This design comes from an exercise in tuning for small area on the open sky130 flow, not from production work. Only simulation tests tie the RTL to the original design; equivalence was not proved. The clock input has no modelled driver; a real chip could not lean on it and would need a root buffer or a full tree. Power and IR drop assume default switching activity.

==> zinc: inputs <==
==> flow/design.v <==
module i2c_slave(
 input                 i_sclk
,input                 i_rst_n
,input         [7:0]   i_device_addr
,output reg            o_wr_de
,output        [7:0]   o_wr_addr
,output        [7:0]   o_wr_data
,output reg            o_wr_done
,output        [8:0]   o_wr_length
,output        [7:0]   o_rd_addr
,input         [7:0]   i_rd_data
,output reg            o_rd_de
,input                 i_scl
,input                 i_sda
,output                o_sda
);
localparam   S_IDLE         = 4'h0;
localparam   S_START        = 4'h1;
localparam   S_DEV_ADDR     = 4'h2;
localparam   S_DEV_ACK      = 4'h3;
localparam   S_REG_ADDR     = 4'h4;
localparam   S_REG_ACK      = 4'h5;
localparam   S_WR_DATA      = 4'h6;
localparam   S_WR_DATA_ACK  = 4'h7;
localparam   S_RD_DATA      = 4'h8;
localparam   S_RD_DATA_ACK  = 4'h9;
localparam   S_STOP         = 4'ha;
function [10:0] f_inc11(input [10:0] a);
	integer i; reg c;
	begin
		c = 1'b1;
		for(i = 0; i < 11; i = i + 1) begin
			f_inc11[i] = a[i] ^ c;
			c = c & a[i];
		end
	end
endfunction
function [8:0] f_inc9(input [8:0] a);
	integer i; reg c;
	begin
		c = 1'b1;
		for(i = 0; i < 9; i = i + 1) begin
			f_inc9[i] = a[i] ^ c;
			c = c & a[i];
		end
	end
endfunction
function [7:0] f_inc8(input [7:0] a);
	integer i; reg c;
	begin
		c = 1'b1;
		for(i = 0; i < 8; i = i + 1) begin
			f_inc8[i] = a[i] ^ c;
			c = c & a[i];
		end
	end
endfunction
function [8:0] f_add8(input [7:0] a, input [7:0] b);
	integer i; reg c;
	begin
		c = 1'b0;
		for(i = 0; i < 8; i = i + 1) begin
			f_add8[i] = a[i] ^ b[i] ^ c;
			c = (a[i] & b[i]) | (c & (a[i] ^ b[i]));
		end
		f_add8[8] = c;
	end
endfunction
function f_ge11(input [10:0] a, input [10:0] b);
	integer i; reg g;
	begin
		g = 1'b1;
		for(i = 0; i < 11; i = i + 1)
			g = (a[i] & ~b[i]) | ((a[i] | ~b[i]) & g);
		f_ge11 = g;
	end
endfunction
function [10:0] f_x125(input [9:0] x);
	integer i; reg c; reg [10:0] a, b;
	begin
		a = {1'b0, x};
		b = {3'b0, x[9:2]};
		c = 1'b0;
		for(i = 0; i < 11; i = i + 1) begin
			f_x125[i] = a[i] ^ b[i] ^ c;
			c = (a[i] & b[i]) | (c & (a[i] ^ b[i]));
		end
	end
endfunction
reg  [3:0]   r_cs;
reg  [3:0]   r_ns;
reg  [3:0]   r_scl;
reg  [3:0]   r_sda;
reg          r_scl_pos_d;
reg          ro_sda;
wire w_sda_pos   = ~r_sda[3] &  r_sda[2];
wire w_sda_neg   =  r_sda[3] & ~r_sda[2];
wire w_scl_pos   = ~r_scl[3] &  r_scl[2];
wire w_scl_neg   =  r_scl[3] & ~r_scl[2];
wire w_bus_start = w_sda_neg & r_scl[3];
wire w_bus_stop  = w_sda_pos & r_scl[3];
reg  [3:0]   r_bit_cnt;           
reg  [7:0]   r_shift;
reg  [7:0]   r_rd_addr;
reg  [8:0]   r_wr_length;
reg          r_wr_first;
reg          r_bus_wr_rd;
reg  [10:0]  r_ph_cnt;
reg  [9:0]   r_scl_low;
reg  [9:0]   r_scl_high;
reg          r_scl_high_vld;
reg          r_sda_en;
reg          r_idle_pre;
reg          r_idle_en;
assign o_sda       = ro_sda;
assign o_rd_addr   = r_rd_addr;
assign o_wr_data   = r_shift;
assign o_wr_length = r_wr_length;
wire [7:0] w_wr_ofs = r_wr_first ? 8'd0 : r_wr_length[7:0];
wire [8:0] w_wr_sum = f_add8(r_rd_addr, w_wr_ofs);
assign o_wr_addr = w_wr_sum[7:0];
wire w_ns_idle  = (r_ns == S_IDLE);
wire w_ns_dev   = (r_ns == S_DEV_ADDR);
wire w_cs_acked = (r_cs == S_REG_ADDR) && r_bit_cnt[3] && w_scl_neg;
wire w_rd_bit   = ~r_bit_cnt[3] & i_rd_data[~r_bit_cnt[2:0]];
wire w_low_meas = (r_cs == S_DEV_ADDR) && (r_bit_cnt[2:0] == 3'd1);
wire w_hi_meas  = w_ns_dev && (r_bit_cnt[2:0] == 3'd2) && w_scl_neg;
wire [10:0] w_ph_inc = f_inc11(r_ph_cnt);
always @(posedge i_sclk or negedge i_rst_n) begin
	if(~i_rst_n) begin
		r_sda <= 4'd0;
		r_scl <= 4'd0;
	end
	else begin
		r_sda <= {r_sda[2:0], i_sda};
		r_scl <= {r_scl[2:0], i_scl};
	end
end
always @(posedge i_sclk)
	r_scl_pos_d <= w_scl_pos;
always @(posedge i_sclk) begin
	if(r_ns == S_DEV_ADDR || r_ns == S_REG_ADDR || r_ns == S_WR_DATA || r_ns == S_RD_DATA) begin
		if(w_scl_pos)
			r_bit_cnt <= {r_bit_cnt[3] ^ (&r_bit_cnt[2:0]), r_bit_cnt[2] ^ (&r_bit_cnt[1:0]),
			              r_bit_cnt[1] ^ r_bit_cnt[0], ~r_bit_cnt[0]};
	end
	else
		r_bit_cnt <= 4'd0;
end
always @(posedge i_sclk or negedge i_rst_n) begin
	if(~i_rst_n)
		o_rd_de <= 1'b0;
	else
		o_rd_de <= w_scl_pos && ((r_cs == S_DEV_ACK && r_bus_wr_rd) || r_cs == S_RD_DATA_ACK);
end
always @(posedge i_sclk or negedge i_rst_n) begin
	if(~i_rst_n)
		o_wr_de <= 1'b0;
	else
		o_wr_de <= (r_cs == S_WR_DATA) && r_bit_cnt[3] && w_scl_neg;
end
always @(posedge i_sclk or negedge i_rst_n) begin
	if(~i_rst_n)
		r_bus_wr_rd <= 1'b0;
	else if(r_cs == S_DEV_ADDR && r_bit_cnt[2:0] == 3'd7 && w_scl_pos)
		r_bus_wr_rd <= r_sda[3];
end
always @(posedge i_sclk) begin
	if(w_cs_acked)
		r_wr_first <= 1'b1;
	else if(r_cs == S_WR_DATA_ACK && w_scl_pos)
		r_wr_first <= 1'b0;
end
always @(posedge i_sclk or negedge i_rst_n) begin
	if(~i_rst_n)
		r_rd_addr <= 8'd0;
	else if(w_cs_acked)
		r_rd_addr <= r_shift;
	else if(r_cs == S_RD_DATA_ACK && w_scl_pos)
		r_rd_addr <= f_inc8(r_rd_addr);
end
always @(posedge i_sclk or negedge i_rst_n) begin
	if(~i_rst_n)
		r_wr_length <= 9'd0;
	else if(r_cs == S_WR_DATA_ACK && w_scl_pos)
		r_wr_length <= f_inc9({1'b0, w_wr_ofs}) ^ {w_wr_sum[8], 8'd0};
end
always @(posedge i_sclk or negedge i_rst_n) begin
	if(~i_rst_n)
		o_wr_done <= 1'b0;
	else
		o_wr_done <= ~r_bus_wr_rd & w_bus_stop;
end
always @(posedge i_sclk) begin
	if(w_scl_pos)
		r_shift <= {r_shift[6:0], r_sda[3]};
end
always @(posedge i_sclk or negedge i_rst_n) begin
	if(~i_rst_n)
		ro_sda <= 1'b1;
	else if(w_ns_idle || r_idle_en)
		ro_sda <= 1'b1;
	else if(r_sda_en)
		case(r_ns)
			S_DEV_ACK, S_REG_ACK, S_WR_DATA_ACK: ro_sda <= 1'b0;
			S_RD_DATA:                           ro_sda <= w_rd_bit;
			default:                             ro_sda <= 1'b1;
		endcase
end
always @(posedge i_sclk) begin
	if(r_scl[3] ? (r_scl_pos_d || w_scl_neg)
	            : (w_ns_idle || (r_ph_cnt[9:0] == r_scl_low && ~w_low_meas)))
		r_ph_cnt <= 11'd0;
	else
		r_ph_cnt <= w_ph_inc;
end
always @(posedge i_sclk) begin
	if(w_low_meas && w_scl_pos)
		r_scl_low <= r_ph_cnt[9:0];
end
always @(posedge i_sclk) begin
	r_sda_en <= (~r_scl[3] || r_scl_pos_d) && (r_ph_cnt == {2'b0, r_scl_low[9:1]});
end
always @(posedge i_sclk) begin
	if(w_hi_meas)
		r_scl_high <= w_ph_inc[9:0];
end
always @(posedge i_sclk) begin
	if(w_ns_idle)
		r_scl_high_vld <= 1'b0;
	else if(w_hi_meas)
		r_scl_high_vld <= 1'b1;
end
always @(posedge i_sclk) begin
	r_idle_pre <= r_scl[3] && ~r_scl_pos_d && r_scl_high_vld && ~w_ns_idle && ~w_hi_meas &&
	              f_ge11(w_ph_inc, f_x125(r_scl_high));
	r_idle_en  <= r_idle_pre;
end
always @(posedge i_sclk or negedge i_rst_n) begin
	if(~i_rst_n)
		r_cs <= S_IDLE;
	else if(r_idle_en)
		r_cs <= S_IDLE;
	else
		r_cs <= r_ns;
end
always @(*) begin
	if(w_bus_start)
		r_ns = S_START;
	else if(w_bus_stop)
		r_ns = S_IDLE;
	else case(r_cs)
		S_START:
			r_ns = w_scl_neg ? S_DEV_ADDR : S_START;
		S_DEV_ADDR:
			if(r_bit_cnt[3] && w_scl_neg)
				r_ns = (r_shift[7:1] == i_device_addr[7:1]) ? S_DEV_ACK : S_IDLE;
			else
				r_ns = S_DEV_ADDR;
		S_DEV_ACK:
			if(w_scl_neg)
				r_ns = r_bus_wr_rd ? S_RD_DATA : S_REG_ADDR;
			else
				r_ns = S_DEV_ACK;
		S_REG_ADDR:
			r_ns = (r_bit_cnt[3] && w_scl_neg) ? S_REG_ACK : S_REG_ADDR;
		S_REG_ACK:
			r_ns = w_scl_neg ? S_WR_DATA : S_REG_ACK;
		S_WR_DATA:
			r_ns = (r_bit_cnt[3] && w_scl_neg) ? S_WR_DATA_ACK : S_WR_DATA;
		S_WR_DATA_ACK:
			r_ns = w_scl_neg ? S_WR_DATA : S_WR_DATA_ACK;
		S_RD_DATA:
			r_ns = (r_bit_cnt[3] && w_scl_neg) ? S_RD_DATA_ACK : S_RD_DATA;
		S_RD_DATA_ACK:
			if(w_scl_neg)
				r_ns = r_shift[0] ? S_STOP : S_RD_DATA;
			else
				r_ns = S_RD_DATA_ACK;
		S_STOP:
			r_ns = S_STOP;
		default:
			r_ns = S_IDLE;
	endcase
end
endmodule
==> flow/flow/run.sh <==
#!/bin/bash
# The standard layout (standard.sh's make command) with these changes:
#  * synthesis: synth_recipe.tcl with ABC's area-oriented mapping script;
#  * port buffers use the smallest buffer cell instead of the default pick;
#  * a lighter clock tree: clkbuf_8 only and no dummy loads.
set -euo pipefail
here=$(pwd)
sed "s#SYNTH_SCRIPT=[^ ]*#SYNTH_SCRIPT=$here/flow/my_synth.tcl#" standard.sh > my_standard.sh
grep -q "SYNTH_SCRIPT=$here/flow/my_synth.tcl" my_standard.sh
export FLOW_SYNTH_TCL=$here/synth_recipe.tcl
export MY_ABC_SCRIPT=$here/flow/abc_area.script
export BUFFER_PORTS_ARGS="-buffer_cell sky130_fd_sc_hd__buf_1"
export CTS_ARGS="-sink_clustering_enable -repair_clock_nets -sink_clustering_size 100 -sink_clustering_max_diameter 500 -buf_list sky130_fd_sc_hd__clkbuf_8 -root_buf sky130_fd_sc_hd__clkbuf_8 -dont_use_dummy_load"
bash my_standard.sh > orfs_flow.log 2>&1
==> flow/flow/abc_area.script <==
&get -n
&st
&dch -f
&nf -a -R 1000
&put
==> flow/flow/my_synth.tcl <==
# The standard synthesis (synth_recipe.tcl, sourced unchanged) with one
# change: ABC maps the logic with an area-oriented script (MY_ABC_SCRIPT)
# instead of the delay-oriented one.  Flip-flop mapping is untouched, so the
# registers keep their names and cell types.
proc abc {args} {
  set i [lsearch -exact $args -script]
  if {$i >= 0 && [info exists ::env(MY_ABC_SCRIPT)]} {
    lset args [expr {$i + 1}] $::env(MY_ABC_SCRIPT)
  }
  yosys abc {*}$args
}
source $::env(FLOW_SYNTH_TCL)
==> flow/standard.sh <==
#!/bin/bash
# synth_recipe.tcl (not shown) runs the flow's synth.tcl, then flattens the netlist and writes it again
# the make line also repeats each setting of config.mk as NAME=value (left out here)
make -C /OpenROAD-flow-scripts/flow DESIGN_CONFIG=/design/flow/config.mk WORK_HOME=/design/flow/orfs CLKGATE_MAP_FILE= SYNTH_SCRIPT=/design/flow/synth_recipe.tcl "${@:-finish}"
==> flow/config.mk <==
export PLATFORM = sky130hd
export DESIGN_NAME = i2c_slave
export DESIGN_NICKNAME = i2c_slave
export VERILOG_FILES = /design/flow/design.v
export SDC_FILE = /design/flow/constraint.sdc
export NUM_CORES = 4
export LEC_CHECK = 0
export CAP_MARGIN = 20
export CORE_MARGIN = 2
export CORE_UTILIZATION = 60
export PLACE_DENSITY = 0.8
export SLEW_MARGIN = 20
==> flow/constraint.sdc <==
create_clock -name core_clock -period 6.0 [get_ports {i_sclk}]
set_input_delay 1.2000 -clock core_clock [delete_from_list [all_inputs] [get_ports {i_sclk}]]
set_output_delay 1.2000 -clock core_clock [all_outputs]
set_load 0.01 [all_outputs]
==> inputs of fjord, as changes to zinc <==
--- a/flow/design.v
+++ b/flow/design.v
@@ -9,7 +9,7 @@
 ,output        [8:0]   o_wr_length
 ,output        [7:0]   o_rd_addr
 ,input         [7:0]   i_rd_data
-,output reg            o_rd_de
+,output                o_rd_de
 ,input                 i_scl
 ,input                 i_sda
 ,output                o_sda
@@ -147,12 +147,7 @@
 	else
 		r_bit_cnt <= 4'd0;
 end
-always @(posedge i_sclk or negedge i_rst_n) begin
-	if(~i_rst_n)
-		o_rd_de <= 1'b0;
-	else
-		o_rd_de <= w_scl_pos && ((r_cs == S_DEV_ACK && r_bus_wr_rd) || r_cs == S_RD_DATA_ACK);
-end
+assign o_rd_de = r_scl_pos_d && ((r_cs == S_DEV_ACK && r_bus_wr_rd) || r_cs == S_RD_DATA_ACK);
 always @(posedge i_sclk or negedge i_rst_n) begin
 	if(~i_rst_n)
 		o_wr_de <= 1'b0;
==> flow/flow/run.sh (replaced) <==
#!/bin/bash
# The standard layout (standard.sh's make command) with these changes:
#  * synthesis: synth_recipe.tcl with freduce and an area-oriented ABC script, and
#    adders left to ABC instead of being mapped to full/half-adder cells;
#  * port buffers use the smallest buffer cell instead of the default pick;
#  * a lighter clock tree: the clock port drives MCTS_K buffers, each placed
#    at the centre of the cluster of flip-flops it clocks (flow/mcts_hook.tcl).
set -euo pipefail
here=$(pwd)
sed "s#SYNTH_SCRIPT=[^ ]*#SYNTH_SCRIPT=$here/flow/my_synth.tcl ADDER_MAP_FILE=#" standard.sh > my_standard.sh
grep -q "SYNTH_SCRIPT=$here/flow/my_synth.tcl" my_standard.sh
export FLOW_SYNTH_TCL=$here/synth_recipe.tcl
export MY_ABC_SCRIPT=$here/flow/abc_area.script
export BUFFER_PORTS_ARGS="-buffer_cell sky130_fd_sc_hd__buf_1"
export PRE_CTS_TCL=$here/flow/mcts_hook.tcl
export MCTS_CLK=i_sclk MCTS_K=3 MCTS_BUF=sky130_fd_sc_hd__buf_8
bash my_standard.sh > orfs_flow.log 2>&1
==> flow/flow/abc_area.script (replaced) <==
&get -n
&st
&deepsyn -T 20
&dch -f
&nf -a -R 1000
&put
==> flow/flow/mcts.tcl (new file) <==
# Manual clock tree: the clock port drives MCTS_K buffers (MCTS_BUF), each
# placed at the centre of a cluster of the flip-flops it clocks (k-means on
# the placed flip-flop positions).
proc mcts_build {} {
  set K $::env(MCTS_K)
  set bufname $::env(MCTS_BUF)
  set block [ord::get_db_block]
  set clknet [$block findNet $::env(MCTS_CLK)]
  set master [[ord::get_db] findMaster $bufname]
  set sinks {}
  foreach it [$clknet getITerms] {
    set loc [[$it getInst] getLocation]
    lappend sinks [list $it [lindex $loc 0] [lindex $loc 1]]
  }
  set n [llength $sinks]
  # initial centres: spread along x order
  set sorted [lsort -real -index 1 $sinks]
  set cx {}; set cy {}
  for {set k 0} {$k < $K} {incr k} {
    set s [lindex $sorted [expr {int(($k + 0.5) * $n / $K)}]]
    lappend cx [lindex $s 1]; lappend cy [lindex $s 2]
  }
  for {set iter 0} {$iter < 50} {incr iter} {
    set sx [lrepeat $K 0.0]; set sy [lrepeat $K 0.0]; set cnt [lrepeat $K 0]
    set assign {}
    foreach s $sinks {
      set best 0; set bd 1e30
      for {set k 0} {$k < $K} {incr k} {
        set d [expr {abs([lindex $s 1] - [lindex $cx $k]) + abs([lindex $s 2] - [lindex $cy $k])}]
        if {$d < $bd} { set bd $d; set best $k }
      }
      lappend assign $best
      lset sx $best [expr {[lindex $sx $best] + [lindex $s 1]}]
      lset sy $best [expr {[lindex $sy $best] + [lindex $s 2]}]
      lset cnt $best [expr {[lindex $cnt $best] + 1}]
    }
    for {set k 0} {$k < $K} {incr k} {
      if {[lindex $cnt $k] > 0} {
        lset cx $k [expr {[lindex $sx $k] / [lindex $cnt $k]}]
        lset cy $k [expr {[lindex $sy $k] / [lindex $cnt $k]}]
      }
    }
  }
  puts "mcts: $n sinks, cluster sizes $cnt"
  set nets {}
  for {set k 0} {$k < $K} {incr k} {
    set inst [odb::dbInst_create $block $master "mcts_buf_$k"]
    set net [odb::dbNet_create $block "mcts_clk_$k"]
    $net setSigType CLOCK
    [$inst findITerm A] connect $clknet
    [$inst findITerm X] connect $net
    $inst setLocation [expr {int([lindex $cx $k])}] [expr {int([lindex $cy $k])}]
    $inst setPlacementStatus PLACED
    $inst setSourceType TIMING
    lappend nets $net
  }
  foreach s $sinks a $assign {
    set it [lindex $s 0]
    $it disconnect
    $it connect [lindex $nets $a]
  }
}
==> flow/flow/mcts_hook.tcl (new file) <==
# PRE_CTS hook: build a one-level clock tree by hand (see mcts.tcl) and skip
# TritonCTS, whose H-tree uses more buffers than this small design needs.
source [file join [file dirname [info script]] mcts.tcl]
mcts_build
set_propagated_clock [all_clocks]
proc clock_tree_synthesis {args} {
  puts "clock_tree_synthesis skipped: clock tree built by mcts_hook.tcl"
}
==> flow/flow/my_synth.tcl (replaced) <==
# The standard synthesis (synth_recipe.tcl, sourced unchanged) with one
# change at the logic-mapping step: Yosys's freduce first merges logic that
# it proves equivalent, then ABC maps the logic with an area-oriented script
# (MY_ABC_SCRIPT) instead of the delay-oriented one.  Flip-flop mapping is
# untouched, so the registers keep their names and cell types.
proc abc {args} {
  set i [lsearch -exact $args -script]
  if {$i >= 0 && [info exists ::env(MY_ABC_SCRIPT)]} {
    lset args [expr {$i + 1}] $::env(MY_ABC_SCRIPT)
  }
  yosys freduce
  yosys opt_clean
  yosys abc {*}$args
}
source $::env(FLOW_SYNTH_TCL)
==> flow/config.mk (replaced) <==
export PLATFORM = sky130hd
export DESIGN_NAME = i2c_slave
export DESIGN_NICKNAME = i2c_slave
export VERILOG_FILES = /design/flow/design.v
export SDC_FILE = /design/flow/constraint.sdc
export NUM_CORES = 4
export LEC_CHECK = 0
export CAP_MARGIN = 0
export CORE_MARGIN = 2
export CORE_UTILIZATION = 85
export PLACE_DENSITY = 0.95
export SLEW_MARGIN = 0
==> inputs of sierra, as changes to zinc <==
--- a/flow/design.v
+++ b/flow/design.v
@@ -9,7 +9,7 @@
 ,output        [8:0]   o_wr_length
 ,output        [7:0]   o_rd_addr
 ,input         [7:0]   i_rd_data
-,output reg            o_rd_de
+,output                o_rd_de
 ,input                 i_scl
 ,input                 i_sda
 ,output                o_sda
@@ -147,12 +147,7 @@
 	else
 		r_bit_cnt <= 4'd0;
 end
-always @(posedge i_sclk or negedge i_rst_n) begin
-	if(~i_rst_n)
-		o_rd_de <= 1'b0;
-	else
-		o_rd_de <= w_scl_pos && ((r_cs == S_DEV_ACK && r_bus_wr_rd) || r_cs == S_RD_DATA_ACK);
-end
+assign o_rd_de = r_scl_pos_d && ((r_cs == S_DEV_ACK && r_bus_wr_rd) || r_cs == S_RD_DATA_ACK);
 always @(posedge i_sclk or negedge i_rst_n) begin
 	if(~i_rst_n)
 		o_wr_de <= 1'b0;
==> flow/flow/run.sh (replaced) <==
#!/bin/bash
# The standard layout (standard.sh's make command) with these changes:
#  * synthesis: synth_recipe.tcl with ABC's area-oriented mapping script, and
#    adders left to ABC instead of being mapped to full/half-adder cells;
#  * port buffers use the smallest buffer cell instead of the default pick;
#  * a lighter clock tree: the clock port drives MCTS_K buffers, each placed
#    at the centre of the cluster of flip-flops it clocks (flow/mcts_hook.tcl).
set -euo pipefail
here=$(pwd)
sed "s#SYNTH_SCRIPT=[^ ]*#SYNTH_SCRIPT=$here/flow/my_synth.tcl ADDER_MAP_FILE=#" standard.sh > my_standard.sh
grep -q "SYNTH_SCRIPT=$here/flow/my_synth.tcl" my_standard.sh
export FLOW_SYNTH_TCL=$here/synth_recipe.tcl
export MY_ABC_SCRIPT=$here/flow/abc_area.script
export BUFFER_PORTS_ARGS="-buffer_cell sky130_fd_sc_hd__buf_1"
export PRE_CTS_TCL=$here/flow/mcts_hook.tcl
export MCTS_CLK=i_sclk MCTS_K=3 MCTS_BUF=sky130_fd_sc_hd__buf_12
bash my_standard.sh > orfs_flow.log 2>&1
==> flow/flow/abc_area.script (replaced) <==
&get -n
&st
&deepsyn -T 20
&dch -f
&nf -a -R 1000
&put
==> flow/flow/mcts.tcl (new file) <==
# Manual clock tree: the clock port drives MCTS_K buffers (MCTS_BUF), each
# placed at the centre of a cluster of the flip-flops it clocks (k-means on
# the placed flip-flop positions).
proc mcts_build {} {
  set K $::env(MCTS_K)
  set bufname $::env(MCTS_BUF)
  set block [ord::get_db_block]
  set clknet [$block findNet $::env(MCTS_CLK)]
  set master [[ord::get_db] findMaster $bufname]
  set sinks {}
  foreach it [$clknet getITerms] {
    set loc [[$it getInst] getLocation]
    lappend sinks [list $it [lindex $loc 0] [lindex $loc 1]]
  }
  set n [llength $sinks]
  # initial centres: spread along x order
  set sorted [lsort -real -index 1 $sinks]
  set cx {}; set cy {}
  for {set k 0} {$k < $K} {incr k} {
    set s [lindex $sorted [expr {int(($k + 0.5) * $n / $K)}]]
    lappend cx [lindex $s 1]; lappend cy [lindex $s 2]
  }
  for {set iter 0} {$iter < 50} {incr iter} {
    set sx [lrepeat $K 0.0]; set sy [lrepeat $K 0.0]; set cnt [lrepeat $K 0]
    set assign {}
    foreach s $sinks {
      set best 0; set bd 1e30
      for {set k 0} {$k < $K} {incr k} {
        set d [expr {abs([lindex $s 1] - [lindex $cx $k]) + abs([lindex $s 2] - [lindex $cy $k])}]
        if {$d < $bd} { set bd $d; set best $k }
      }
      lappend assign $best
      lset sx $best [expr {[lindex $sx $best] + [lindex $s 1]}]
      lset sy $best [expr {[lindex $sy $best] + [lindex $s 2]}]
      lset cnt $best [expr {[lindex $cnt $best] + 1}]
    }
    for {set k 0} {$k < $K} {incr k} {
      if {[lindex $cnt $k] > 0} {
        lset cx $k [expr {[lindex $sx $k] / [lindex $cnt $k]}]
        lset cy $k [expr {[lindex $sy $k] / [lindex $cnt $k]}]
      }
    }
  }
  puts "mcts: $n sinks, cluster sizes $cnt"
  set nets {}
  for {set k 0} {$k < $K} {incr k} {
    set inst [odb::dbInst_create $block $master "mcts_buf_$k"]
    set net [odb::dbNet_create $block "mcts_clk_$k"]
    $net setSigType CLOCK
    [$inst findITerm A] connect $clknet
    [$inst findITerm X] connect $net
    $inst setLocation [expr {int([lindex $cx $k])}] [expr {int([lindex $cy $k])}]
    $inst setPlacementStatus PLACED
    $inst setSourceType TIMING
    lappend nets $net
  }
  foreach s $sinks a $assign {
    set it [lindex $s 0]
    $it disconnect
    $it connect [lindex $nets $a]
  }
}
==> flow/flow/mcts_hook.tcl (new file) <==
# PRE_CTS hook: build a one-level clock tree by hand (see mcts.tcl) and skip
# TritonCTS, whose H-tree uses more buffers than this small design needs.
source [file join [file dirname [info script]] mcts.tcl]
mcts_build
set_propagated_clock [all_clocks]
proc clock_tree_synthesis {args} {
  puts "clock_tree_synthesis skipped: clock tree built by mcts_hook.tcl"
}
--- a/flow/config.mk
+++ b/flow/config.mk
@@ -5,8 +5,8 @@
 export SDC_FILE = /design/flow/constraint.sdc
 export NUM_CORES = 4
 export LEC_CHECK = 0
-export CAP_MARGIN = 20
+export CAP_MARGIN = 0
 export CORE_MARGIN = 2
 export CORE_UTILIZATION = 60
 export PLACE_DENSITY = 0.8
-export SLEW_MARGIN = 20
+export SLEW_MARGIN = 0
==> comparison <==
fjord never finished: it broke off in global placement (3_3_place_gp). zinc ran to the end with no violations. sierra passed the timing, DRC and antenna checks.
Between zinc and sierra, the lower total power is in sierra (gap 9.9%, measured against sierra).
Between zinc and sierra, the lower sequential share of layout area is in zinc (gap 0.95 points).
In zinc the setup slack is worse than in sierra, by 260 ps.
Worst hold slack: sierra is higher than zinc (21 ps).
In sierra the design's own scripts or RTL, not TritonCTS, make the clock network.

## what the ideal ports hide
In the flow no input, the clock included, has a driving cell. The finished layouts below were timed again as built, in two steps.
Step 1 assumes that a clkbuf_16 drives the clock port and a buf_2 every other input.
Step 2, shift: input delay + t, output delay - t, t = (earliest + latest rising clock arrival at the registers) / 2. This alone moves slack from input paths to output paths.
Slacks: no drivers / after step 1 / after step 2; pairs: no drivers / after step 1.
run	shift t [ns]	slack for setup (ns)	worst setup path after step 2	cell pins on the clock port's net
zinc	0.364	0.735 / 0.702 / 1.066	register to output	1
sierra	0.204	0.995 / 0.927 / 1.131	register to output	3
After both steps setup and hold are still met in every run listed.
